Background: an optimization exercise with open tools, aiming at small area, a short achievable clock period and few clock cycles. Do not read the settings as production practice. Function was checked by simulation only, so behaviour that the tests miss may differ from the original. Power figures rest on the tool's default switching activity, not on a simulated workload.

**flow/run.sh**
```bash
#!/bin/bash
# Layout flow: the standard ORFS flow, with two changes:
#  - synthesis maps logic with flow/abc.script instead of ORFS's abc_speed.script
#    (same synth -nofsm -noshare, flatten and renaming as synth_recipe.tcl);
#  - optional extra environment settings from flow/env.sh (repair targets etc).
# Every tool's output is in orfs/logs/...; make's own output goes to flow_make.log.
set -euo pipefail
here=$(pwd)
# synthesis script: synth_recipe.tcl with our copy of ORFS synth.tcl
sed "s#log_cmd abc {\*}\$abc_args#set abc_args [lreplace \$abc_args 1 1 $here/flow/abc.script]\n  log_cmd abc {*}\$abc_args#" \
    "$FLOW_HOME/scripts/synth.tcl" > "$here/synth_custom.tcl"
grep -q "flow/abc.script" "$here/synth_custom.tcl"
sed "s#source \$::env(SCRIPTS_DIR)/synth.tcl#source $here/synth_custom.tcl#" synth_recipe.tcl > synth_recipe_custom.tcl
grep -q "synth_custom.tcl" synth_recipe_custom.tcl
sed "s#SYNTH_SCRIPT=[^ ]*#SYNTH_SCRIPT=$here/synth_recipe_custom.tcl#" standard.sh > standard_custom.sh
grep -q "synth_recipe_custom.tcl" standard_custom.sh
if [[ -f flow/env.sh ]]; then source flow/env.sh; fi
bash standard_custom.sh > flow_make.log 2>&1
```
**flow/abc.script**
```
&get -n
&st
&dch
&nf -p -R 1000
&st
&dch
&nf -p -R 1000
&st
&dch
&nf -p -R 1000
&put
buffer -c
topo
stime -c
upsize -c
dnsize -c
```
**flow/env.sh**
```bash
export SETUP_SLACK_MARGIN=6
export BUFFER_PORTS_ARGS="-buffer_cell sky130_fd_sc_hd__buf_2"
export CTS_BUF_LIST=sky130_fd_sc_hd__clkbuf_8
export CTS_CLUSTER_SIZE=30
export CTS_CLUSTER_DIAMETER=60
```
**standard.sh**
```bash
#!/bin/bash
# synth_recipe.tcl (not shown) runs the flow's synth.tcl, then flattens the netlist and writes it again
# the make line also repeats each setting of config.mk as NAME=value (left out here)
make -C /OpenROAD-flow-scripts/flow DESIGN_CONFIG=/design/flow/config.mk WORK_HOME=/design/flow/orfs CLKGATE_MAP_FILE= SYNTH_SCRIPT=/design/flow/synth_recipe.tcl "${@:-finish}"
```
**config.mk**
```make
export PLATFORM = sky130hd
export DESIGN_NAME = cpu
export DESIGN_NICKNAME = cpu
export VERILOG_FILES = /design/flow/design.v
export SDC_FILE = /design/flow/constraint.sdc
export NUM_CORES = 4
export LEC_CHECK = 0
export CAP_MARGIN = 20
export CORE_MARGIN = 2
export CORE_UTILIZATION = 40
export SLEW_MARGIN = 20
```
**constraint.sdc**
```tcl
create_clock -name core_clock -period 10.0 [get_ports {clk}]
set_input_delay 2.0000 -clock core_clock [delete_from_list [all_inputs] [get_ports {clk}]]
set_output_delay 2.0000 -clock core_clock [all_outputs]
set_load 0.01 [all_outputs]
```
**design.v**
```verilog
`timescale 1ns / 1ps
module cpu(
    input clk, rst,
    input prog_we,
    input [4:0] prog_addr,
    input [7:0] prog_data,
    input [4:0] dbg_addr,
    output halt,
    output [7:0] acc,
    output [7:0] dbg_data
    );
localparam [2:0] HLT = 3'd0, SKZ = 3'd1, ADD = 3'd2, AND = 3'd3,
                 XOR = 3'd4, LDA = 3'd5, STO = 3'd6, JMP = 3'd7;
logic [7:0] mem [0:31];
logic [7:0] ir;
logic [4:0] pc;
logic [7:0] ac;
logic       halted;
wire [2:0] op = ir[7:5];
wire [4:0] a  = ir[4:0];
wire       zero = (ac == 8'h00);
wire [4:0] pc1 = pc + 5'd1;
wire [4:0] pc2 = pc + 5'd2;
function automatic [31:0] dec32(input [4:0] x, input en);
    logic [3:0] lo;
    logic [7:0] hi;
    for (int j = 0; j < 4; j++) lo[j] = (x[1:0] == j[1:0]);
    for (int k = 0; k < 8; k++) hi[k] = en && (x[4:2] == k[2:0]);
    for (int i = 0; i < 32; i++) dec32[i] = lo[i % 4] && hi[i / 4];
endfunction
logic [4:0] pc_next;
always_comb begin
    if (op == JMP)               pc_next = a;
    else if (op == SKZ && zero)  pc_next = pc2;
    else                         pc_next = pc1;
end
wire [4:0] fsel = (halted || op == HLT) ? dbg_addr : pc_next;
wire [4:0] fa   = fsel & {5{rst}};
wire fwd_p = !rst && prog_we && prog_addr == 5'd0;
wire fwd_s = rst && !halted && op == STO && a == pc1;
wire [31:0] fdec = dec32(fa, !(fwd_p || fwd_s));
wire [31:0] adec = dec32(a, 1'b1);
wire [31:0] pdec = dec32(prog_addr, prog_we);
logic [7:0] fdata, odata;
always_comb begin
    fdata = ({8{fwd_p}} & prog_data) | ({8{fwd_s}} & ac);
    odata = 8'h00;
    for (int i = 0; i < 32; i++) begin
        fdata = fdata | ({8{fdec[i]}} & mem[i]);
        odata = odata | ({8{adec[i]}} & mem[i]);
    end
end
wire sto = rst && !halted && op == STO;
wire [7:0] wdata = rst ? ac : prog_data;
always_ff @(posedge clk) begin
    for (int i = 0; i < 32; i++)
        if (pdec[i] || (sto && adec[i]))
            mem[i] <= wdata;
end
always_ff @(posedge clk)
    ir <= fdata;
logic [7:0] g, p, cg, cp, sum;
always_comb begin
    g = ac & odata;
    p = ac ^ odata;
    cg = g;
    cp = p;
    for (int s = 1; s < 8; s = s * 2)
        for (int i = 7; i >= s; i--) begin
            cg[i] = cg[i] | (cp[i] & cg[i - s]);
            cp[i] = cp[i] & cp[i - s];
        end
    sum = p ^ {cg[6:0], 1'b0};
end
logic [7:0] ac_next;
always_comb begin
    case (op)
        ADD:     ac_next = sum;
        AND:     ac_next = g;
        XOR:     ac_next = p;
        LDA:     ac_next = odata;
        default: ac_next = ac;
    endcase
end
always_ff @(posedge clk or negedge rst) begin
    if (!rst) begin
        pc     <= 5'd0;
        ac     <= 8'h00;
        halted <= 1'b0;
    end else if (!halted) begin
        if (op == HLT) halted <= 1'b1;
        else begin
            pc <= pc_next;
            ac <= ac_next;
        end
    end
end
assign halt     = halted;
assign acc      = ac;
assign dbg_data = ir;
endmodule
```
==> results of run 1 <==
-- cell usage in the layout (no fill, tap or decap), types with 5 or more instances in the layout --
cell and instances:
a21o_1 6, a21oi_1 7, a221oi_1 34, a221oi_2 7, a222oi_1 66, a22o_1 40
a22oi_1 83, and4_1 6, buf_2 36, buf_4 108, buf_6 15, clkbuf_8 27
clkinv_8 5, dfrtp_1 14, dfxtp_4 5, edfxtp_1 256, ha_1 7, mux2_2 5
nand2_1 51, nand2_2 8, nand3_1 35, nand4_1 30, nor2_1 61, nor2_2 18
nor2_4 10, nor3_1 8, o21ai_0 8, o21ai_1 7, o32ai_1 23, o32ai_4 6
xnor2_1 6
-- synthesized netlist by cell type (all sizes together) (4+ instances only) --
master    n  area (sq um)
a21o      6          45.0
a21oi    10          50.1
a221oi   41           378
a222oi   66           661
a22o     40           350
a22oi    83           623
and4      6          52.6
buf       5          20.0
clkbuf   23          86.3
dfrtp    14           350
dfxtp     8           160
edfxtp  256          7690
ha       10           125
inv       4          15.0
mux2      5          56.3
nand2    61           234
nand2b    6          37.5
nand3    38           195
nand4    31           200
nor2     89           337
nor2b     6          40.0
nor3     12          70.1
o21ai    17          88.8
o32ai    32           280
xnor2     6          52.6
-- area by class of cell --
type | instances | area [sq um] | area share (%)
Tap cell | 396 | 495 | 3.22
Multi-Input combinational cell | 611 | 4740 | 30.8
Inverter | 4 | 15.0 | 0.0976
Clock buffer | 27 | 372 | 2.42
Clock inverter | 22 | 314 | 2.04
Sequential cell | 278 | 8220 | 53.4
Timing Repair Buffer | 162 | 1230 | 8.01
Antenna cell | 1 | 2.50 | 0.0163
-- kinds of logic after synthesis --
| group | Yosys count |
|---|---|
| AO/OA/AOI/OAI | 315 |
| XOR/XNOR | 9 |
| adder cells (fa/ha/maj) | 11 |
| buffers and inverters | 32 |
| flip-flops | 278 |
| multiplexers | 5 |
| AND/OR/NAND/NOR | 270 |
-- repair_timing --
item	4_1_cts	5_1_grt
gates cloned	1	1
setup endpoints to repair	48	10
gates resized for setup	52	35
pin swaps	22	20
hold buffers	0	0
setup buffers	32	13
-- final timing paths --
| check | end | slack (ps) | cells after the start |
|---|---|---|---|
| max in group asynchronous | pc[2] | 8650 | 1 |
| worst min register to register | ir[2] | 530 | 2 |
| worst max-delay path | ac[7] | 6000 | 16 |
| worst min-delay path | ir[2] | 530 | 2 |
| min in group asynchronous | ac[0] | 1200 | 1 |
| worst max register to register | ac[7] | 6000 | 16 |
-- worst max-delay path, stage by stage, from the launching register on --
cell and delay [ps]:
dfxtp_4 410, or3_4 480, nor2_2 800, a222oi_1 150, nand3_1 180, or4_4 240
ha_4 220, a21o_1 160, a21o_1 160, and2_4 130, o21a_1 190, o21a_1 200
o21ai_1 110, nand2b_1 80, a21oi_1 120, o21ai_1 80, a41oi_1 190
-- power groups by stage --
stage	combinational [mW]	clock, mW	sequential, mW
after floorplan	0.196	0	1.33
after global placement	0.350	0	1.35
after detailed placement	0.349	0	1.35
after CTS	0.400	0.877	1.32
after global routing	0.448	0.919	1.33
final	0.434	0.872	1.33
-- state kept, by name (all words and copies together), names as in the netlist --
signal	flops
ac	8
mem	256
halted	1
pc	5
ir	8
-- per-stage QoR --
step	area [sq um]	hold WS (ps)	utilization, %	instances
6_report	15400	535	50.0	1501
5_1_grt	15400	573	50.0	1500
4_1_cts	15100	539	49.1	1486
3_5_place_dp	14000	520	45.5	1404
3_3_place_gp	14000	524	45.5	1404
2_1_floorplan	12700	471	-	920
-- per-layer routing --
layer	wire (microns)	global-route usage (%)	share of wire, %
met3	10200	15.7	15
met2	27600	57.0	40
met5	29	0	0.042
met4	5400	25.9	7.9
met1	25400	53.8	37
==> impl_results.md, run 1 <==
* Asr flop ratio synth at under 10%
* VDD IR max at approximately 130 uV
* Pre-CTS setup slack at 3880 ps
* Tot GR Track Use at around two fifths
* Pwr dens at 171 nW/um^2
* Clk pin slew, worst setup/hold paths at 110 ps
* Compound-Gate Fraction of Synth Area at 21.1%
* Post-synthesis simple-gate area fraction at about a tenth
* Synth Area in Adders at 1.15%
* Largest family of logic cells by synthesized area: compound AO/OA/AOI/OAI gates
* Post-layout min period at 4000 ps
* Xor-xnor portion of the synthesized cell area at less than 1%
* Final hold vios at 0
* Synth Cell Area at 12600 sq um
* Number of global-route vias before repair at ~11000
* Routed len/inst at about 46 microns
* Hpwl dp at roughly 45000 microns
* RSZ-0062 raised after global routing: yes
* Sw frac at between 30% and 40%
* Seq/Total Area, Yosys at between 60% and 70%
* Worst EP required at between 10000 and 15000 ps
* Syn avg cell area at between 10 and 15 sq um
* Clk pwr share at between 30% and 40%
* HP Class: reg -> reg
* Initial Utilization at between 40% and 50%
* # clock sinks at roughly 280
* Rel. slew slack at approximately a fifth
* Largest net degree at the start of global routing at 37
* Pins Over Slew Limit at 0
* Synth warn at 2
* Clk Latency, worst-skew pair at slightly above 600 ps
* Iteration-0 DRC Markers at 2669
* CP Launch Point: ir[2]
* Number of CTS-inserted buffers at 27
* Crit-path max FO at 8
* Min-delay src: mem[1][2]
* Layout fillers at ~2700
* CTS Buffer Depth at 3
* CP Capture Type: flip-flop
* Antenna-violating nets left at 0
* Area added between synthesis and finish at 22.3%
* First-pass GRT wire length at between 90000 and 100000 microns
* RR Startpoint: ir[2]
* Max cap viols at 0
* Sw Pwr at ~0.80 mW
* CTS tree: built
* Post-synth top flop: edfxtp_1
* Min setup slack post-route at approximately 6000 ps
* Synthesis-stage register bit count at 278
* Die Y at approximately 180 microns
* Post-synthesis mux area share at less than 1%
* Die width at 181 microns
* Worst Tran Pin Value at roughly 1200 ps
* Fmax at ~250 MHz
* Ports at 38
* Arrival time worst endpoint at between 4000 and 5000 ps
* Number of H-tree levels at 1
* Vias at approximately 11000
* Number of synthesized flops with an enable pin at between 200 and 300
* Die area at approximately 33000 sq um
* Reg power frac at between 50% and 60%
* Combinational power share at between 15 and 20%
* Setup violators final at 0
* Startpoint Class: flip-flop
* Num rows at 64
* DRC viols at 0
* DRT Pass-1 Iters at 10
* Skew final at 25.3 ps
* Synth Instances at a little over 900
* Static Leak at approximately 5.1 nW
* Internal at between 1.5 and 2 mW
* Vias/cell at roughly 7.6
* Global route total overflow at 0
* Ratio of cells with drive above 1 in the final layout at 28.1%
* Initial antenna violation count at 1
* Core footprint at between 30000 and 40000 sq um
* Syn nets at approximately 950
* Post-route setup TNS at 0 ps
* NumNets Final at approximately 1100
* Final Total Pwr at about 2.6 mW
* Netlist cell types at between 50 and 60
* Final Cycle Share at around two fifths
* Outcome: finished clean
* GP Congestion at 0.988
* Root Driver: clkbuf_8
* Post-Route WL at roughly 69000 microns
* Worst Path Class, Setup: reg -> reg
* Port Buffer Count at 37
Testbench counts, summed over its fixed seeds: cycles 15,794.
==> run 2: changes to the inputs <==
--- a/design.v
+++ b/design.v
@@ -34,31 +34,39 @@
     else if (op == SKZ && zero)  pc_next = pc2;
     else                         pc_next = pc1;
 end
-wire [4:0] fsel = (halted || op == HLT) ? dbg_addr : pc_next;
-wire [4:0] fa   = fsel & {5{rst}};
-wire fwd_p = !rst && prog_we && prog_addr == 5'd0;
-wire fwd_s = rst && !halted && op == STO && a == pc1;
-wire [31:0] fdec = dec32(fa, !(fwd_p || fwd_s));
+wire [4:0] fa = (halted || op == HLT) ? dbg_addr : pc_next;
+wire fwd_s = !halted && op == STO && a == pc1;
 wire [31:0] adec = dec32(a, 1'b1);
 wire [31:0] pdec = dec32(prog_addr, prog_we);
-logic [7:0] fdata, odata;
-always_comb begin
-    fdata = ({8{fwd_p}} & prog_data) | ({8{fwd_s}} & ac);
-    odata = 8'h00;
-    for (int i = 0; i < 32; i++) begin
-        fdata = fdata | ({8{fdec[i]}} & mem[i]);
-        odata = odata | ({8{adec[i]}} & mem[i]);
+function automatic [7:0] rd32(input [4:0] x, input en, input [255:0] m);
+    logic [3:0] lo;
+    logic [7:0] hi;
+    logic [7:0] grp;
+    for (int j = 0; j < 4; j++) lo[j] = (x[1:0] == j[1:0]);
+    for (int k = 0; k < 8; k++) hi[k] = en && (x[4:2] == k[2:0]);
+    rd32 = 8'h00;
+    for (int k = 0; k < 8; k++) begin
+        grp = 8'h00;
+        for (int j = 0; j < 4; j++) grp = grp | ({8{lo[j]}} & m[8 * (4 * k + j) +: 8]);
+        rd32 = rd32 | ({8{hi[k]}} & grp);
     end
-end
-wire sto = rst && !halted && op == STO;
+endfunction
+logic [255:0] mflat;
+always_comb
+    for (int i = 0; i < 32; i++) mflat[8 * i +: 8] = mem[i];
+wire [7:0] fdata = rd32(fa, !fwd_s, mflat) | ({8{fwd_s}} & ac);
+wire [7:0] odata = rd32(a, 1'b1, mflat);
+wire sto = !halted && op == STO;
 wire [7:0] wdata = rst ? ac : prog_data;
 always_ff @(posedge clk) begin
     for (int i = 0; i < 32; i++)
         if (pdec[i] || (sto && adec[i]))
             mem[i] <= wdata;
 end
-always_ff @(posedge clk)
-    ir <= fdata;
+localparam [7:0] IR_RESET = {AND, 5'd0};
+always_ff @(posedge clk or negedge rst)
+    if (!rst) ir <= IR_RESET;
+    else      ir <= fdata;
 logic [7:0] g, p, cg, cp, sum;
 always_comb begin
     g = ac & odata;
@@ -84,7 +92,7 @@
 end
 always_ff @(posedge clk or negedge rst) begin
     if (!rst) begin
-        pc     <= 5'd0;
+        pc     <= 5'd31;
         ac     <= 8'h00;
         halted <= 1'b0;
     end else if (!halted) begin
==> flow/env.sh (replaced) <==
export SETUP_SLACK_MARGIN=6.5
export BUFFER_PORTS_ARGS="-buffer_cell sky130_fd_sc_hd__buf_2"
--- a/config.mk
+++ b/config.mk
@@ -7,5 +7,8 @@
 export LEC_CHECK = 0
 export CAP_MARGIN = 20
 export CORE_MARGIN = 2
-export CORE_UTILIZATION = 40
+export CORE_UTILIZATION = 60
+export CTS_CLUSTER_DIAMETER = 60
+export CTS_CLUSTER_SIZE = 30
+export PLACE_DENSITY = 0.75
 export SLEW_MARGIN = 20
==> run 2 against run 1 <==
Final cell count decreased by 8.9%. Setup slack gained 440 ps. Synthesized area up 4.3%. Global-route usage decreased by 4.9 points. Critical path depth stayed put. Combinational power up 37%. Clock power is 1% lower. Non-clock buffer count fell by 65. Utilization up 21 points. Die area decreased by 30%. Largest cell class unchanged.
==> impl_results.md, run 2 <==
* Outcome: finished clean
* Final hold vios at 0
* Utilization after layout at 70.6%
* Reg power frac at between 40% and 50%
* Routed len/inst at 32.8 microns
* Max reg flops at about 260
* Post-route cell area at ~15000 sq um
* N_diodes at 0
* Xor-xnor portion of the synthesized cell area at less than 1%
* Fmax at 281 MHz
* Post-synth top area share at between 50% and 60%
* Port Buffer Count at 37
* # clock sinks at ~280
* First-pass GRT wire length at around 63000 microns
* Synth warn at 2
* Vias/cell at 7.69
* CP Capture Type: flip-flop
* Worst EP required at ~10000 ps
* Internal at 1.92 mW
* Combinational power share at 21.5%
* DRT Pass-1 Iters at 7
* Largest family of logic cells by synthesized area: compound AO/OA/AOI/OAI gates
* Synth Cell Area at 13100 sq um
* Post-CTS Hold Fix Bufs at 0
* Largest net degree at the start of global routing at 65
* Asr flop ratio synth at around 8%
* Biggest register: mem
* VDD IR max at 137 uV
* Startpoint Class: flip-flop
* Hpwl dp at 25300 microns
* Setup violators final at 0
* Post-layout min period at 3560 ps
* Synth area leader: edfxtp_1
* Min setup slack post-route at ~6400 ps
* Commonest non-fill, non-tap cell in the layout: edfxtp_1
* DRC viols at 0
* Rel. slew slack at between 20% and 30%
* Sw Pwr at about 0.85 mW
* Initial antenna violation count at 0
* Synth Area in Adders at 1.11%
* NumNets Final at about 1100
* Pwr dens at 181 nW/um^2
* Most frequent cells in the layout: edfxtp_1 (256), a22oi_1 (242), nand2_1 (108)
* Crit-path max FO at 17
* Number of CTS-inserted buffers at 21
* Ratio of cells with drive above 1 in the final layout at a little over a fifth
* R2R Setup Slk at about 6400 ps
* Netlist cell types at 56
* Hold Path Cell Cnt at 2
* Global route total overflow at 0
* Cell count after placement at ~1300
* Synthesis-stage register bit count at between 200 and 300
* Final Cycle Share at about 36%
* CTS tree: built
* Core footprint at ~22000 sq um
* RR Startpoint: ir[1]
* WHS at approximately 490 ps
* Final Total Pwr at 2.76 mW
* Num rows at between 50 and 60
* Synth Instances at 1032
* Reg2Reg Capture Point: ac[7]
* Clk Latency, worst-skew pair at 540 ps
* CP Launch Point: ir[1]
* Number of synthesized flops with an enable pin at 256
* RSZ-0062 raised after global routing: yes
* Seq/Total Area, Yosys at 62.8%
* Final non-filler cell total at about 1400
* Clk pwr share at about 31%
* Syn nets at roughly 1100
* Max cap viols at 0
* CTS Buffer Depth at 3
* Vias at approximately 11000
* Antenna-violating nets left at 0
* Pre-CTS setup slack at about 5300 ps
* Initial Utilization at about three fifths
* Largest registers: mem: 256 flops, ac: 8 flops, ir: 8 flops
* Area added between synthesis and finish at 16.2%
* Top post-synthesis cells by area: edfxtp_1 (59%), a22oi_1 (14%), nand2_1 (3.2%)
* R2R depth at 16
* Number of global-route vias before repair at roughly 9900
* Min-delay src: pc[4]
* Iteration-0 DRC Markers at 2032
* Ports at 38
* Worst Hold End: pc[4]
* Number of H-tree levels at 1
* Post-DP Area at roughly 13000 sq um
* Top-count cell post-synth: edfxtp_1
* Arrival time worst endpoint at around 4000 ps
* Top cells by count, synth: edfxtp_1 (256), a22oi_1 (249), nand2_1 (112)
* GP Congestion at 0.954
* Compound-Gate Fraction of Synth Area at roughly a quarter
* HP Class: reg -> reg
* Post-synth top flop: edfxtp_1
* Layout fillers at about 1400
* Worst Tran Pin Value at about 1200 ps
* Root Driver: clkbuf_16
* Pins Over Slew Limit at 0
* Post-route setup TNS at 0 ps
* Die Y at between 150 and 200 microns
* Post-synthesis simple-gate area fraction at under 10%
* Post-synthesis mux area share at less than 1%
* Clk pin slew, worst setup/hold paths at 80 ps
* Die width at 152 microns
* Post-Route WL at ~45000 microns
* Syn avg cell area at 12.7 sq um
* Static Leak at ~5 nW
* Tot GR Track Use at between 30% and 40%
* Die area at approximately 23000 sq um
* Worst Path Class, Setup: reg -> reg
* Sw frac at a little under a third
* Skew final at ~23 ps
run 2: cell count changes in the layout (fill, tap and decap cells not counted), moves of 27 or more:
cell	previous run	this run
a21oi_1	7	45
a221oi_1	34	4
a222oi_1	66	1
a22oi_1	83	242
buf_4	108	37
clkbuf_8	27	0
nand2_1	51	108
nand4_1	30	2
nor2_1	61	14
o22ai_1	2	35
run 2: critical path: stages, from the launching register on:
cell	delay, ps
dfrtp_2	500
nor2_4	80
buf_12	130
buf_12	150
bufbuf_16	310
a22oi_1	210
nand2_1	160
a211oi_1	460
nand3_1	310
ha_4	320
a21oi_1	180
nor2b_1	80
o21ai_1	130
nand2b_1	80
a21oi_1	130
o21ai_1	90
a41oi_2	150
run 2: worst max-delay path by stage:
stage          endpoint  slack, ps  cells after the start
4_1_cts           ir[2]       6500                      9
6_report          ac[7]       6440                     16
2_1_floorplan     ir[1]       6480                      9
3_3_place_gp      ir[2]       5030                      9
3_5_place_dp      ir[5]       5250                      9
5_1_grt           ac[7]       6090                     15
run 2: final cells by class:
type / count / area, sq um / area share (%)
flip-flops and latches: 278 / 8250 / 54.1
multi-input cells: 669 / 4930 / 32.3
repair buffers: 97 / 1020 / 6.68
clock buffers: 23 / 533 / 3.49
well taps: 280 / 350 / 2.30
clock inverters: 14 / 144 / 0.943
inverters: 6 / 22.5 / 0.148
run 2: what timing repair did:
item,4_1_cts,5_1_grt
pin swaps,16,25
gates cloned,5,6
setup endpoints to repair,15,10
gates resized for setup,75,37
setup buffers,12,17
run 2: power by group through the flow:
stage               sequential, mW  clock [mW]  combinational [mW]
finish                        1.31       0.863               0.593
global route                  1.31       0.903               0.612
CTS                           1.31       0.860               0.516
global placement              1.33           0               0.429
detailed placement            1.33           0               0.435
floorplan                     1.32           0               0.288
run 2: cell families (layout without fill, tap and decap cells):
group / after synthesis / after routing
AO/OA/AOI/OAI: 440 / 440
XOR/XNOR: 12 / 12
adder cells (fa/ha/maj): 11 / 11
buffers and inverters: 85 / 140
flip-flops: 278 / 278
multiplexers: 10 / 10
AND/OR/NAND/NOR: 196 / 196
run 2: per-layer routing:
| metal | track usage [%] | wire length, microns |
|---|---|---|
| met4 | 18.6 | 3030 |
| met1 | 49.2 | 15300 |
| met5 | 0 | 0 |
| met3 | 9.04 | 6980 |
| met2 | 54.5 | 19600 |
Testbench counts of run 2, summed over its fixed seeds: cycles 15,986.
==> run 3: changes to the inputs <==
--- a/design.v
+++ b/design.v
@@ -35,15 +35,16 @@
     else                         pc_next = pc1;
 end
 wire [4:0] fa = (halted || op == HLT) ? dbg_addr : pc_next;
-wire fwd_s = !halted && op == STO && a == pc1;
+wire fwd_p = !rst && prog_we && prog_addr == 5'd0;
+wire fwd_s = rst && !halted && op == STO && a == pc1;
 wire [31:0] adec = dec32(a, 1'b1);
 wire [31:0] pdec = dec32(prog_addr, prog_we);
-function automatic [7:0] rd32(input [4:0] x, input en, input [255:0] m);
+function automatic [7:0] rd32(input [4:0] x, input en, input run, input [255:0] m);
     logic [3:0] lo;
     logic [7:0] hi;
     logic [7:0] grp;
-    for (int j = 0; j < 4; j++) lo[j] = (x[1:0] == j[1:0]);
-    for (int k = 0; k < 8; k++) hi[k] = en && (x[4:2] == k[2:0]);
+    for (int j = 0; j < 4; j++) lo[j] = run ? (x[1:0] == j[1:0]) : (j == 0);
+    for (int k = 0; k < 8; k++) hi[k] = en && (run ? (x[4:2] == k[2:0]) : (k == 0));
     rd32 = 8'h00;
     for (int k = 0; k < 8; k++) begin
         grp = 8'h00;
@@ -54,19 +55,18 @@
 logic [255:0] mflat;
 always_comb
     for (int i = 0; i < 32; i++) mflat[8 * i +: 8] = mem[i];
-wire [7:0] fdata = rd32(fa, !fwd_s, mflat) | ({8{fwd_s}} & ac);
-wire [7:0] odata = rd32(a, 1'b1, mflat);
-wire sto = !halted && op == STO;
+wire [7:0] fdata = rd32(fa, !(fwd_p || fwd_s), rst, mflat) |
+                   ({8{fwd_p}} & prog_data) | ({8{fwd_s}} & ac);
+wire [7:0] odata = rd32(a, 1'b1, 1'b1, mflat);
+wire sto = rst && !halted && op == STO;
 wire [7:0] wdata = rst ? ac : prog_data;
 always_ff @(posedge clk) begin
     for (int i = 0; i < 32; i++)
         if (pdec[i] || (sto && adec[i]))
             mem[i] <= wdata;
 end
-localparam [7:0] IR_RESET = {AND, 5'd0};
-always_ff @(posedge clk or negedge rst)
-    if (!rst) ir <= IR_RESET;
-    else      ir <= fdata;
+always_ff @(posedge clk)
+    ir <= fdata;
 logic [7:0] g, p, cg, cp, sum;
 always_comb begin
     g = ac & odata;
@@ -92,7 +92,7 @@
 end
 always_ff @(posedge clk or negedge rst) begin
     if (!rst) begin
-        pc     <= 5'd31;
+        pc     <= 5'd0;
         ac     <= 8'h00;
         halted <= 1'b0;
     end else if (!halted) begin
==> run 3 against run 2 <==
Critical path depth unchanged. Utilization increased by 0.96 points. Highest routed layer unchanged. Cell area increased by 1.7%. Power decreased by 1.4%. Non-clock buffer count decreased by 3. First-iteration DRC count unchanged. Clock power increased by 2.8%.
==> impl_results.md, run 3 <==
* Outcome: finished clean
* Synth Instances at roughly 1000
* CP Capture Type: flip-flop
* Area added between synthesis and finish at 17.6%
* DRT Pass-1 Iters at 7
* Antenna-violating nets left at 0
* Final Cycle Share at a little over a third
* Worst Tran Pin Value at approximately 1100 ps
* Ports at 38
* Iteration-0 DRC Markers at ~2000
* Layout fillers at about 1400
* Synth area leader: edfxtp_1
* Port Buffer Count at 37
* Largest net degree at the start of global routing at 65
* VDD IR max at 150 uV
* RSZ-0062 raised after global routing: yes
* Rel. slew slack at 27.7%
* Crit-path max FO at 17
* Syn nets at roughly 1100
* Post-CTS Hold Fix Bufs at 0
* Setup violators final at 0
* Clk Latency, worst-skew pair at about 540 ps
* HP Class: reg -> reg
* Die Y at between 150 and 200 microns
* N_diodes at 0
* Final Total Pwr at ~2.7 mW
* First-pass GRT wire length at 66200 microns
* Reg power frac at between 40% and 50%
* Post-route setup TNS at 0 ps
* # clock sinks at about 280
* Post-synth top area share at between 50% and 60%
* Max reg flops at roughly 260
* Routed len/inst at 33.3 microns
* Number of global-route vias before repair at 9941
* Clk pwr share at around 33%
* Synthesis-stage register bit count at 278
* Pwr dens at 176 nW/um^2
* Worst EP required at between 10000 and 15000 ps
* Internal at around 1.9 mW
* Vias/cell at 7.90
* Startpoint Class: flip-flop
* Syn avg cell area at about 13 sq um
* Tot GR Track Use at a little under two fifths
* Fmax at around 280 MHz
* Sw frac at between 30% and 40%
* Asr flop ratio synth at 5.04%
* Number of synthesized flops with an enable pin at 256
* Max cap viols at 0
* Pins Over Slew Limit at 0
* CTS tree: built
* Arrival time worst endpoint at roughly 4000 ps
* Largest registers: mem: 256 flops, ac: 8 flops, ir: 8 flops
* Most frequent cells in the layout: edfxtp_1 (256), a22oi_1 (134), nand2_1 (83)
* Core footprint at between 20000 and 25000 sq um
* Post-route cell area at roughly 16000 sq um
* Number of CTS-inserted buffers at 20
* Biggest register: mem
* Top post-synthesis cells by area: edfxtp_1 (58%), a22oi_1 (7.9%), a22o_1 (3.8%)
* CTS Buffer Depth at 3
* Die area at roughly 23000 sq um
* Post-layout min period at ~3600 ps
* Top-count cell post-synth: edfxtp_1
* Clk pin slew, worst setup/hold paths at around 90 ps
* Final hold vios at 0
* Initial Utilization at roughly three fifths
* Post-synth top flop: edfxtp_1
* Netlist cell types at 62
* Die width at roughly 150 microns
* Hpwl dp at approximately 27000 microns
* Vias at roughly 11000
* GP Congestion at approximately 1
* Number of H-tree levels at 1
* Ratio of cells with drive above 1 in the final layout at about a quarter
* Global route total overflow at 0
* Num rows at 54
* Synth Cell Area at ~13000 sq um
* Post-Route WL at between 40000 and 50000 microns
* Skew final at 36.7 ps
* Root Driver: clkbuf_16
* Combinational power share at between 10% and 20%
* Top cells by count, synth: edfxtp_1 (256), a22oi_1 (139), nand2_1 (85)
* Static Leak at approximately 5.2 nW
* Commonest non-fill, non-tap cell in the layout: edfxtp_1
* Storage cell area at roughly 8200 sq um
* NumNets Final at 1115
* Initial antenna violation count at 0
* Sw Pwr at between 0.8 and 0.9 mW
* Post-DP Area at between 10000 and 15000 sq um
* Multi-input gate area at about 5300 sq um
* Worst Path Class, Setup: reg -> reg
* Seq/Total Area, Yosys at 62.1%
* DRC viols at 0
* Utilization after layout at 71.5%
* Synth warn at 2
run 3: worst paths after layout:
kind                       startpoint  endpoint  slack [ps]  cells past startpoint
setup / recovery                ir[4]     ac[7]        6390                     16
hold / removal                  pc[4]     pc[4]         550                      2
setup reg to reg                ir[4]     ac[7]        6390                     16
hold reg to reg                 pc[4]     pc[4]         550                      2
max in group asynchronous         rst     ac[5]        8560                      1
min in group asynchronous         rst     pc[3]        1290                      1
run 3: cells by family (layout without fill, tap and decap cells):
group | count (synthesis) | in the layout | share of synthesized area, %
multiplexers | 5 | 5 | 0.427
XOR/XNOR | 9 | 9 | 0.598
AO/OA/AOI/OAI | 458 | 459 | 25.5
buffers and inverters | 85 | 137 | 2.83
AND/OR/NAND/NOR | 196 | 197 | 7.41
adder cells (fa/ha/maj) | 11 | 11 | 1.10
flip-flops | 278 | 278 | 62.1
run 3: per-stage QoR:
step	worst slack (ps)	hold WS [ps]	instances
6_report	6390	552	1376
4_1_cts	6450	550	1361
5_1_grt	6280	590	1376
3_3_place_gp	4940	529	1301
2_1_floorplan	6210	506	1042
3_5_place_dp	4850	529	1301
run 3: layer usage:
metal / track usage, % / vias up / part of all wire [%]
met4: 12.9 / 0 / 5.2
met5: 0 / - / 0
met2: 56.5 / 1036 / 44
met3: 7.85 / 161 / 15
met1: 55.6 / 5259 / 36
li1: - / 4416 / -
run 3: layout make-up:
class	count	share of cell area, %
repair buffers	94	5.82
inverters	8	0.194
well taps	280	2.26
clock buffers	21	3.39
clock inverters	14	1.17
multi-input cells	681	34.2
flip-flops and latches	278	52.9
run 3: power groups by stage:
stage	logic, mW	clock network, mW	registers [mW]
after floorplan	0.259	0	1.33
after global placement	0.385	0	1.34
after detailed placement	0.390	0	1.34
after CTS	0.453	0.883	1.31
after global routing	0.540	0.926	1.32
final	0.521	0.887	1.32
run 3: what timing repair did:
action | CTS | global route
gates cloned | 5 | 4
resized for setup | 76 | 57
setup endpoints to repair | 292 | 145
pin swaps | 13 | 15
setup buffers | 20 | 11
run 3: critical path: stages, from the launching register on:
cell and delay [ps]:
dfxtp_2 670, nand3_1 480, a21oi_1 430, nor4_2 70, nand3_2 180, ha_4 230, a21o_1 170, a21o_1 190
and2_4 160, o21a_1 200, o21ai_2 150, nand2b_1 80, a21oi_2 150, a21oi_1 80, o21ai_1 80, nand3_1 80
o21ai_1 70
Testbench counts of run 3, summed over its fixed seeds: cycles 15,794.
==> run 4: changes to the inputs <==
==> design.v (replaced) <==
`timescale 1ns / 1ps
module Alu(
    input  [2:0] op,
    input  [7:0] ac,
    input  [7:0] d,
    output logic [7:0] out
    );
localparam [2:0] ADD = 3'd2, AND = 3'd3, XOR = 3'd4, LDA = 3'd5;
always_comb begin
    case (op)
        ADD:     out = ac + d;
        AND:     out = ac & d;
        XOR:     out = ac ^ d;
        LDA:     out = d;
        default: out = ac;
    endcase
end
endmodule
`timescale 1ns / 1ps
module cpu(
    input clk, rst,
    input prog_we,
    input [4:0] prog_addr,
    input [7:0] prog_data,
    input [4:0] dbg_addr,
    output halt,
    output [7:0] acc,
    output [7:0] dbg_data
    );
localparam [2:0] HLT = 3'd0, SKZ = 3'd1, ADD = 3'd2, AND = 3'd3,
                 XOR = 3'd4, LDA = 3'd5, STO = 3'd6, JMP = 3'd7;
logic [7:0] mem [0:31];
logic [7:0] ir;
logic [4:0] pc;
logic [7:0] ac;
logic       halted;
wire [2:0] op = ir[7:5];
wire [4:0] a  = ir[4:0];
wire       zero = (ac == 8'h00);
wire [4:0] pc1 = pc + 5'd1;
wire [4:0] pc2 = pc + 5'd2;
function automatic [31:0] dec32(input [4:0] x, input en);
    logic [3:0] lo;
    logic [7:0] hi;
    for (int j = 0; j < 4; j++) lo[j] = (x[1:0] == j[1:0]);
    for (int k = 0; k < 8; k++) hi[k] = en && (x[4:2] == k[2:0]);
    for (int i = 0; i < 32; i++) dec32[i] = lo[i % 4] && hi[i / 4];
endfunction
logic [4:0] pc_next;
always_comb begin
    if (op == JMP)               pc_next = a;
    else if (op == SKZ && zero)  pc_next = pc2;
    else                         pc_next = pc1;
end
wire [4:0] fa = (halted || op == HLT) ? dbg_addr : pc_next;
wire fwd_s = !halted && op == STO && a == pc1;
wire [31:0] adec = dec32(a, 1'b1);
wire [31:0] pdec = dec32(prog_addr, prog_we);
function automatic [7:0] rd32(input [4:0] x, input en, input [255:0] m);
    logic [3:0] lo;
    logic [7:0] hi;
    logic [7:0] col;
    for (int j = 0; j < 4; j++) lo[j] = en && (x[1:0] == j[1:0]);
    for (int k = 0; k < 8; k++) hi[k] = (x[4:2] == k[2:0]);
    rd32 = 8'h00;
    for (int j = 0; j < 4; j++) begin
        col = 8'h00;
        for (int k = 0; k < 8; k++) col = col | ({8{hi[k]}} & m[8 * (4 * k + j) +: 8]);
        rd32 = rd32 | ({8{lo[j]}} & col);
    end
endfunction
logic [255:0] mflat;
always_comb
    for (int i = 0; i < 32; i++) mflat[8 * i +: 8] = mem[i];
wire [7:0] fdata = rd32(fa, !fwd_s, mflat) | ({8{fwd_s}} & ac);
wire [7:0] odata = rd32(a, 1'b1, mflat);
wire sto = !halted && op == STO;
wire [7:0] wdata = rst ? ac : prog_data;
always_ff @(posedge clk) begin
    for (int i = 0; i < 32; i++)
        if (pdec[i] || (sto && adec[i]))
            mem[i] <= wdata;
end
localparam [7:0] IR_RESET = {AND, 5'd0};
always_ff @(posedge clk or negedge rst)
    if (!rst) ir <= IR_RESET;
    else      ir <= fdata;
wire [7:0] ac_next;
Alu alu (.op(op), .ac(ac), .d(odata), .out(ac_next));
always_ff @(posedge clk or negedge rst) begin
    if (!rst) begin
        pc     <= 5'd31;
        ac     <= 8'h00;
        halted <= 1'b0;
    end else if (!halted) begin
        if (op == HLT) halted <= 1'b1;
        else begin
            pc <= pc_next;
            ac <= ac_next;
        end
    end
end
assign halt     = halted;
assign acc      = ac;
assign dbg_data = ir;
endmodule
==> flow/run.sh (replaced) <==
#!/bin/bash
# Layout flow: the standard ORFS flow, with these changes:
#  - synthesis keeps module Alu separate until logic mapping; the Alu is mapped
#    with ORFS's abc_speed.script and the rest with flow/abc.script (same
#    synth -nofsm -noshare, flatten and renaming as synth_recipe.tcl, which
#    flattens the Alu back into the top before writing the netlist);
#  - extra environment settings from flow/env.sh (repair targets etc).
# Every tool's output is in orfs/logs/...; make's own output goes to flow_make.log.
set -euo pipefail
here=$(pwd)
sed "s#log_cmd abc {\*}\$abc_args#set abc_args_area [lreplace \$abc_args 1 1 $here/flow/abc.script]\n  set abc_args_fast [lreplace \$abc_args 1 1 \$::env(SCRIPTS_DIR)/abc_speed.script]\n  log_cmd abc {*}\$abc_args_area \$::env(DESIGN_NAME)\n  log_cmd abc {*}\$abc_args_fast Alu#" \
    "$FLOW_HOME/scripts/synth.tcl" > "$here/synth_custom.tcl"
grep -q "flow/abc.script" "$here/synth_custom.tcl"
sed "s#source \$::env(SCRIPTS_DIR)/synth.tcl#source $here/synth_custom.tcl#" synth_recipe.tcl > synth_recipe_custom.tcl
grep -q "synth_custom.tcl" synth_recipe_custom.tcl
sed "s#SYNTH_SCRIPT=[^ ]*#SYNTH_SCRIPT=$here/synth_recipe_custom.tcl#" standard.sh > standard_custom.sh
grep -q "synth_recipe_custom.tcl" standard_custom.sh
export SYNTH_KEEP_MODULES=Alu
if [[ -f flow/env.sh ]]; then source flow/env.sh; fi
bash standard_custom.sh > flow_make.log 2>&1
==> run 4 against run 3 <==
Power decreased by 2.3%. Sequential cell count unchanged. Routed wire length decreased by 11%. Synthesized cell count decreased by 5.3%. Clock-buffer cell count unchanged. Hold slack got worse by 56 ps. Fmax increased by 3.6%. Clock skew decreased by 12 ps. Global-route usage decreased by 2.1 points. Critical path type is now in -> reg.
==> impl_results.md, run 4 <==
* CP Launch Point: dbg_addr[2]
* Post-synth top flop: edfxtp_1
* Number of H-tree levels at 1
* NumNets Final at 1053
* CP Capture Point: ir[5]
* Startpoint Class: input port
* Pins Over Slew Limit at 0
* Port Buffer Count at 37
* Number of synthesized flops with an enable pin at approximately 260
* Final non-filler cell total at 1310
* Syn nets at between 1000 and 1500
* Post-synthesis mux area share at between 1 and 1.5%
* CTS Buffer Depth at 3
* Cell count after placement at ~1200
* Num rows at 53
* Commonest non-fill, non-tap cell in the layout: edfxtp_1
* Seq/Total Area, Yosys at ~63%
* Routed len/inst at between 30 and 40 microns
* Netlist cell types at 66
* Synth Cell Area at approximately 13000 sq um
* Top cells by count, synth: edfxtp_1 (256), nand2_1 (101), a22oi_1 (99)
* Worst path max stage delay at between 500 and 600 ps
* R2R Setup Slk at about 6600 ps
* Hold Path Cell Cnt at 2
* Final hold vios at 0
* Pwr dens at 182 nW/um^2
* Top-count cell post-synth: edfxtp_1
* DRC viols at 0
* First-pass GRT wire length at between 50000 and 60000 microns
* Largest family of logic cells by synthesized area: compound AO/OA/AOI/OAI gates
* Top post-synthesis cells by area: edfxtp_1 (59%), a22oi_1 (5.7%), a222oi_1 (5.3%)
* Pre-CTS setup slack at ~5600 ps
* Tot GR Track Use at between 30% and 40%
* Die width at about 150 microns
* Post-DP Area at ~13000 sq um
* Reg2Reg Capture Point: ir[5]
* Antenna-violating nets left at 0
* Post-Route WL at 40800 microns
* Core footprint at between 20000 and 25000 sq um
* CP Capture Type: flip-flop
* Post-route cell area at approximately 15000 sq um
* Synth warn at 3
* Post-route setup TNS at 0 ps
* Most frequent cells in the layout: edfxtp_1 (256), nand2_1 (98), a22oi_1 (92)
* Crit-path max FO at 32
* Met2 Usage GRT at 51.6%
* Static Leak at approximately 4.6 nW
* Layer with the highest usage: met2
* Number of global-route vias before repair at between 9000 and 10000
* RSZ-0062 raised after global routing: yes
* Post-layout min period at approximately 3500 ps
* Post-synth top area share at roughly three fifths
* Outcome: finished clean
* Ratio of cells with drive above 1 in the final layout at around 21%
* Fmax at approximately 290 MHz
* Skew final at roughly 25 ps
* R2R depth at 12
* Compound-Gate Fraction of Synth Area at between 20% and 30%
* CP most frequent cell: nand3_1
* Final Cycle Share at 34.8%
* GRT met3 Usage at about an eighth
* DRT Pass-1 Iters at 12
* Biggest register: mem
* Worst path cell trace: buf_2, a21o_2, nand3_1, nor2_2, buf_4, a222oi_1, a31oi_1, a21oi_1, nand3_1
* Met1 global-route usage at around 48%
* Asr flop ratio synth at 7.91%
* RR Startpoint: ir[6]
* Number of CTS-inserted buffers at 21
* HP Class: reg -> reg
* Setup violators final at 0
* Arrival time worst endpoint at about 4000 ps
* Initial Utilization at about three fifths
* Worst EP required at roughly 10000 ps
* Largest registers: mem: 256 flops, ac: 8 flops, ir: 8 flops
* Synth Area in Adders at under 10%
* Final Total Pwr at 2.66 mW
* Worst Path Class, Setup: in -> reg
* Ports at 38
* Worst Tran Pin Value at 1290 ps
* Utilization after layout at 69.1%
* Initial antenna violation count at 0
* Largest net degree at the start of global routing at 33
* Slowest cell on crit path: a31oi_1
* Post-CTS Hold Fix Bufs at 0
* Synthesis-stage register bit count at around 280
* Iteration-0 DRC Markers at around 2200
* WHS at about 500 ps
* Max reg flops at ~260
* Synth Instances at a little under 1000
* Synth area leader: edfxtp_1
* Syn avg cell area at 13.2 sq um
* Xor-xnor portion of the synthesized cell area at less than 1%
* Die Y at 151 microns
* Root Driver: clkbuf_16
* Min setup slack post-route at about 6500 ps
* VDD IR max at around 180 uV
* Global route total overflow at 0
* Hpwl dp at between 20000 and 25000 microns
* Vias/cell at slightly below 8
* Clk pin slew, worst setup/hold paths at roughly 80 ps
* # clock sinks at ~280
* Die area at between 20000 and 25000 sq um
* Vias at a little over 10000
* GP Congestion at between 1 and 1.5
* CTS tree: built
* Clk Latency, worst-skew pair at ~540 ps
* Rel. slew slack at between 10% and 20%
* N_diodes at 0
* Post-synthesis simple-gate area fraction at a little under a tenth
* Area added between synthesis and finish at 12.5%
* Max cap viols at 0
## run 4: final cells by class
type	count	area, sq um
flip-flops and latches	278	8260
fillers	1450	6540
clock inverters	16	185
well taps	275	344
repair inverters	1	5.00
clock buffers	21	526
multi-input cells	631	4660
repair buffers	86	614
inverters	2	11.3
## run 4: power by group
group / switching, mW / internal (mW)
logic: 0.307 / 0.176
clock network: 0.456 / 0.418
registers: 0.0210 / 1.29
## run 4: critical path: cells and delay by family
kind                   cells  cell delay [ps]
AO/OA/AOI/OAI              4             1020
buffers and inverters      2              530
AND/OR/NAND/NOR            3              370
## run 4: logic make-up after synthesis
family | after synthesis
fa+ha+maj | 11
xor+xnor | 13
buf+inv | 78
flops | 278
compound gates | 357
mux | 16
simple gates | 234
## run 4: what timing repair did
| action | CTS | global route |
|---|---|---|
| endpoints found under the setup margin | 20 | 29 |
| cloned | 1 | 0 |
| pin swaps | 6 | 24 |
| gates resized for setup | 33 | 35 |
| buffers inserted | 18 | 9 |
## run 4: modules after synthesis, one instance, submodules excluded
module / area [sq um] / times used / cells / flip-flops and latches
Alu: 683 / 1 / 107 / 0
cpu: 12300 / 1 / 880 / 278
## run 4: per-layer routing
metal,wire [microns],vias up
met5,0,-
met2,17500,1009
met1,13900,4838
li1,-,4201
met4,2570,0
met3,6790,206
## run 4: worst min path at each step
stage | from | end | slack [ps]
after CTS | pc[1] | pc[1] | 500
after global routing | pc[3] | pc[3] | 510
after detailed placement | pc[1] | pc[1] | 480
after floorplan | pc[1] | pc[1] | 470
after global placement | pc[1] | pc[1] | 480
final | pc[3] | pc[3] | 500
Testbench counts of run 4, summed over its fixed seeds: cycles 15,986.
==> run 5: changes to the inputs <==
==> flow/env.sh (replaced) <==
export SETUP_SLACK_MARGIN=6.6
export BUFFER_PORTS_ARGS="-buffer_cell sky130_fd_sc_hd__buf_2"
==> run 5 against run 4 <==
Routed wire length increased by 2.5%. Highest routed layer unchanged. Global-route usage up 0.21 points. Combinational power increased by 7.0%. Sequential power about the same. Clock power down 11%. Clock skew is 0.52 ps lower.
==> impl_results.md, run 5 <==
* Number of synthesized flops with an enable pin at 256
* Die area at 22800 sq um
* Vias/cell at 7.94
* First-pass GRT wire length at 59400 microns
* Asr flop ratio synth at slightly below 8%
* Worst path max stage delay at between 400 and 500 ps
* Worst Path Class, Setup: reg -> reg
* Crit-path max FO at 9
* HP Class: reg -> reg
* VDD IR max at 133 uV
* Pins Over Slew Limit at 0
* Outcome: finished clean
* Routed len/inst at approximately 32 microns
* Tot GR Track Use at between 30% and 40%
* Startpoint Class: flip-flop
* CP most frequent cell: nand2_1
* Final hold vios at 0
* Ports at 38
* Commonest non-fill, non-tap cell in the layout: edfxtp_1
* Max reg flops at between 200 and 300
* Port Buffer Count at 37
* Pre-CTS setup slack at between 5000 and 6000 ps
* Initial Utilization at between 60% and 70%
* Synth Instances at 987
* Synth warn at 3
* Seq/Total Area, Yosys at between 60% and 70%
* Worst Tran Pin Value at 1180 ps
* Post-route setup TNS at 0 ps
* Synthesis-stage register bit count at 278
* Synth Cell Area at between 10000 and 15000 sq um
* Syn avg cell area at around 13 sq um
* Buf+Inv Stages, Crit Path at 3
* Utilization after layout at around 70%
* Skew final at about 24 ps
* Ratio of cells with drive above 1 in the final layout at a little under a quarter
* Netlist cell types at 66
* Clk pin slew, worst setup/hold paths at 100 ps
* Worst path cell trace: buf_6, and3b_2, buf_12, buf_8, a222oi_1, nand3_1, a22oi_1, nand2_1, ha_1, mux2i_1, o21ai_0, a21oi_1, o21ai_1, nand2_1, nand2_1
* Synth area leader: edfxtp_1
* Static Leak at 4.69 nW
* DRT Pass-1 Iters at 9
* Min setup slack post-route at 6490 ps
* WL met2 at approximately 18000 microns
* Post-layout min period at 3510 ps
* Die width at roughly 150 microns
* Top-count cell post-synth: edfxtp_1
* Syn nets at approximately 1000
* Setup violators final at 0
* CP Capture Type: flip-flop
* Post-synth top area share at ~59%
* Area added between synthesis and finish at 14.2%
* # clock sinks at about 280
* DR WL met3 at 6970 microns
* DRC viols at 0
* Slowest cell on crit path: dfrtp_2
* Largest net degree at the start of global routing at 33
* Max cap viols at 0
* Max layer used: met4
* Fmax at ~280 MHz
* Metal-1 WL at 14400 microns
* Number of global-route vias before repair at approximately 9700
* Hpwl dp at 24200 microns
* Largest registers: mem: 256 flops, ac: 8 flops, ir: 8 flops
* GP Congestion at 0.990
* CTS Buffer Depth at 3
* Root Driver: clkbuf_16
* Post-DP Area at about 13000 sq um
* Num rows at 53
* Layout fillers at 1393
* CP delay by family, top: compound AO/OA/AOI/OAI gates
* Antenna-violating nets left at 0
* Number of CTS-inserted buffers at 18
* Cell count after placement at between 1000 and 1500
* Initial antenna violation count at 0
* Most frequent cells in the layout: edfxtp_1 (256), nand2_1 (96), a22oi_1 (90)
* Die Y at approximately 150 microns
* Worst EP required at between 10000 and 15000 ps
* Post-route cell area at between 10000 and 15000 sq um
* Biggest register: mem
* Core footprint at about 21000 sq um
* WHS at a little over 500 ps
* Vias at approximately 10000
* Rel. slew slack at between 20% and 30%
* Pwr dens at approximately 180 nW/um^2
* Top post-synthesis cells by area: edfxtp_1 (59%), a22oi_1 (5.7%), a222oi_1 (5.3%)
* Clk Latency, worst-skew pair at around 530 ps
* Iteration-0 DRC Markers at approximately 2700
* Number of H-tree levels at 1
* Final non-filler cell total at about 1300
* Arrival time worst endpoint at a little under 4000 ps
* Final Total Pwr at roughly 2.6 mW
* Post-Route WL at 41800 microns
* Top cells by count, synth: edfxtp_1 (256), nand2_1 (101), a22oi_1 (99)
* NumNets Final at between 1000 and 1500
* Post-synth top flop: edfxtp_1
* RSZ-0062 raised after global routing: yes
* CTS tree: built
* N_diodes at 0
* Final Cycle Share at a little over a third
* Global route total overflow at 0
[run 5: cell count changes in the layout (fill, tap and decap cells not counted), sizes merged]
cell | previous run | this run
clkbuf | 22 | 20
inv | 11 | 5
clkinvlp | 3 | 5
nor2 | 25 | 26
buf | 85 | 102
[run 5: per-layer routing]
metal	GRT usage, %	vias up
li1	-	4236
met1	50.3	4930
met2	52.8	1101
met3	8.64	232
met4	17.6	0
met5	0.682	-
[run 5: cells by family after synthesis]
| logic type | share of synthesized area, % |
|---|---|
| xor+xnor | 0.876 |
| simple gates | 9.03 |
| flops | 63.5 |
| fa+ha+maj | 1.12 |
| mux | 1.31 |
| buf+inv | 2.71 |
| compound gates | 21.5 |
[run 5: worst register-to-register path, stage by stage (launching register included)]
cell and delay (ps):
dfrtp_2 450, buf_6 140, and3b_2 220, buf_12 160
buf_8 160, a222oi_1 390, nand3_1 180, a22oi_1 410
nand2_1 250, ha_1 380, mux2i_1 150, o21ai_0 110
a21oi_1 200, o21ai_1 90, nand2_1 60, nand2_1 50
[run 5: area by class of cell]
| type | count | area [sq um] | area share, % |
|---|---|---|---|
| sequential | 278 | 8270 | 55.7 |
| multi-input combinational | 632 | 4810 | 32.4 |
| timing repair buffer | 103 | 805 | 5.42 |
| clock buffer | 19 | 475 | 3.21 |
| tap | 275 | 344 | 2.32 |
| clock inverter | 12 | 116 | 0.785 |
| inverter | 2 | 11.3 | 0.0759 |
| timing repair inverter | 1 | 5.00 | 0.0337 |
[run 5: final timing paths]
| check | startpoint | slack [ps] | cells past startpoint | to |
|---|---|---|---|---|
| max | ir[2] | 6490 | 15 | ac[6] |
| min | pc[1] | 510 | 2 | pc[1] |
| max reg2reg | ir[2] | 6490 | 15 | ac[6] |
| min reg2reg | pc[1] | 510 | 2 | pc[1] |
| max in group asynchronous | rst | 7910 | 1 | ir[7] |
| min in group asynchronous | rst | 1530 | 1 | ir[0] |
[run 5: Yosys stat by module, one instance, submodules excluded]
module	area (sq um)	times used	cells inside	flops+latches
cpu	12300	1	880	278
Alu	683	1	107	0
[run 5: timing repair]
action                                  CTS  global route
gates resized for setup                  53            58
endpoints found under the setup margin   53            89
setup buffers                            21            23
hold buffers                              0             0
gates cloned                              1             2
hold endpoints to repair                  0             0
pin swaps                                15            43
[run 5: report_power, final]
part           leakage [nW]  switching (mW)  total, mW  internal (mW)
Sequential             2.44          0.0154       1.30           1.29
Combinational          1.97           0.325      0.517          0.192
Clock                 0.281           0.414      0.778          0.363
Total                  4.69           0.755       2.60           1.84

-- separate check: timing with driven ports --
Ports are ideal in the flow. The routed layouts listed here were re-timed in OpenROAD.
Step 1 (the two cells are an assumption about what drives the block):
set clk [get_ports {clk}]
set_driving_cell -lib_cell sky130_fd_sc_hd__clkbuf_16 $clk
set_driving_cell -lib_cell sky130_fd_sc_hd__buf_2 [delete_from_list [all_inputs] $clk]
Step 2 also shifts input and output timing later by t, the mid clock arrival at the registers, as if the neighbouring blocks saw the same clock.
a / b / c = ideal / step 1 / step 2; a / b = the first two.
run | t (ns) | slack for setup (ns) | clock arrival spread, ns | worst data-port slew with drivers (ns)
run 1 | 0.654 | 6.002 / 5.915 / 5.261 | 0.030 / 0.030 | 0.18
run 2 | 0.573 | 6.439 / 6.439 / 5.931 | 0.026 / 0.026 | 0.04
run 3 | 0.571 | 6.393 / 6.393 / 5.846 | 0.038 / 0.037 | 0.17
run 4 | 0.571 | 6.518 / 6.496 / 5.971 | 0.029 / 0.028 | 0.04
run 5 | 0.568 | 6.490 / 6.490 / 6.058 | 0.024 / 0.024 | 0.04
After both steps every run listed still meets setup and hold. For run 1, which loses most, drivers alone change the setup slack by -0.087 ns; drivers and shift together by -0.741 ns.
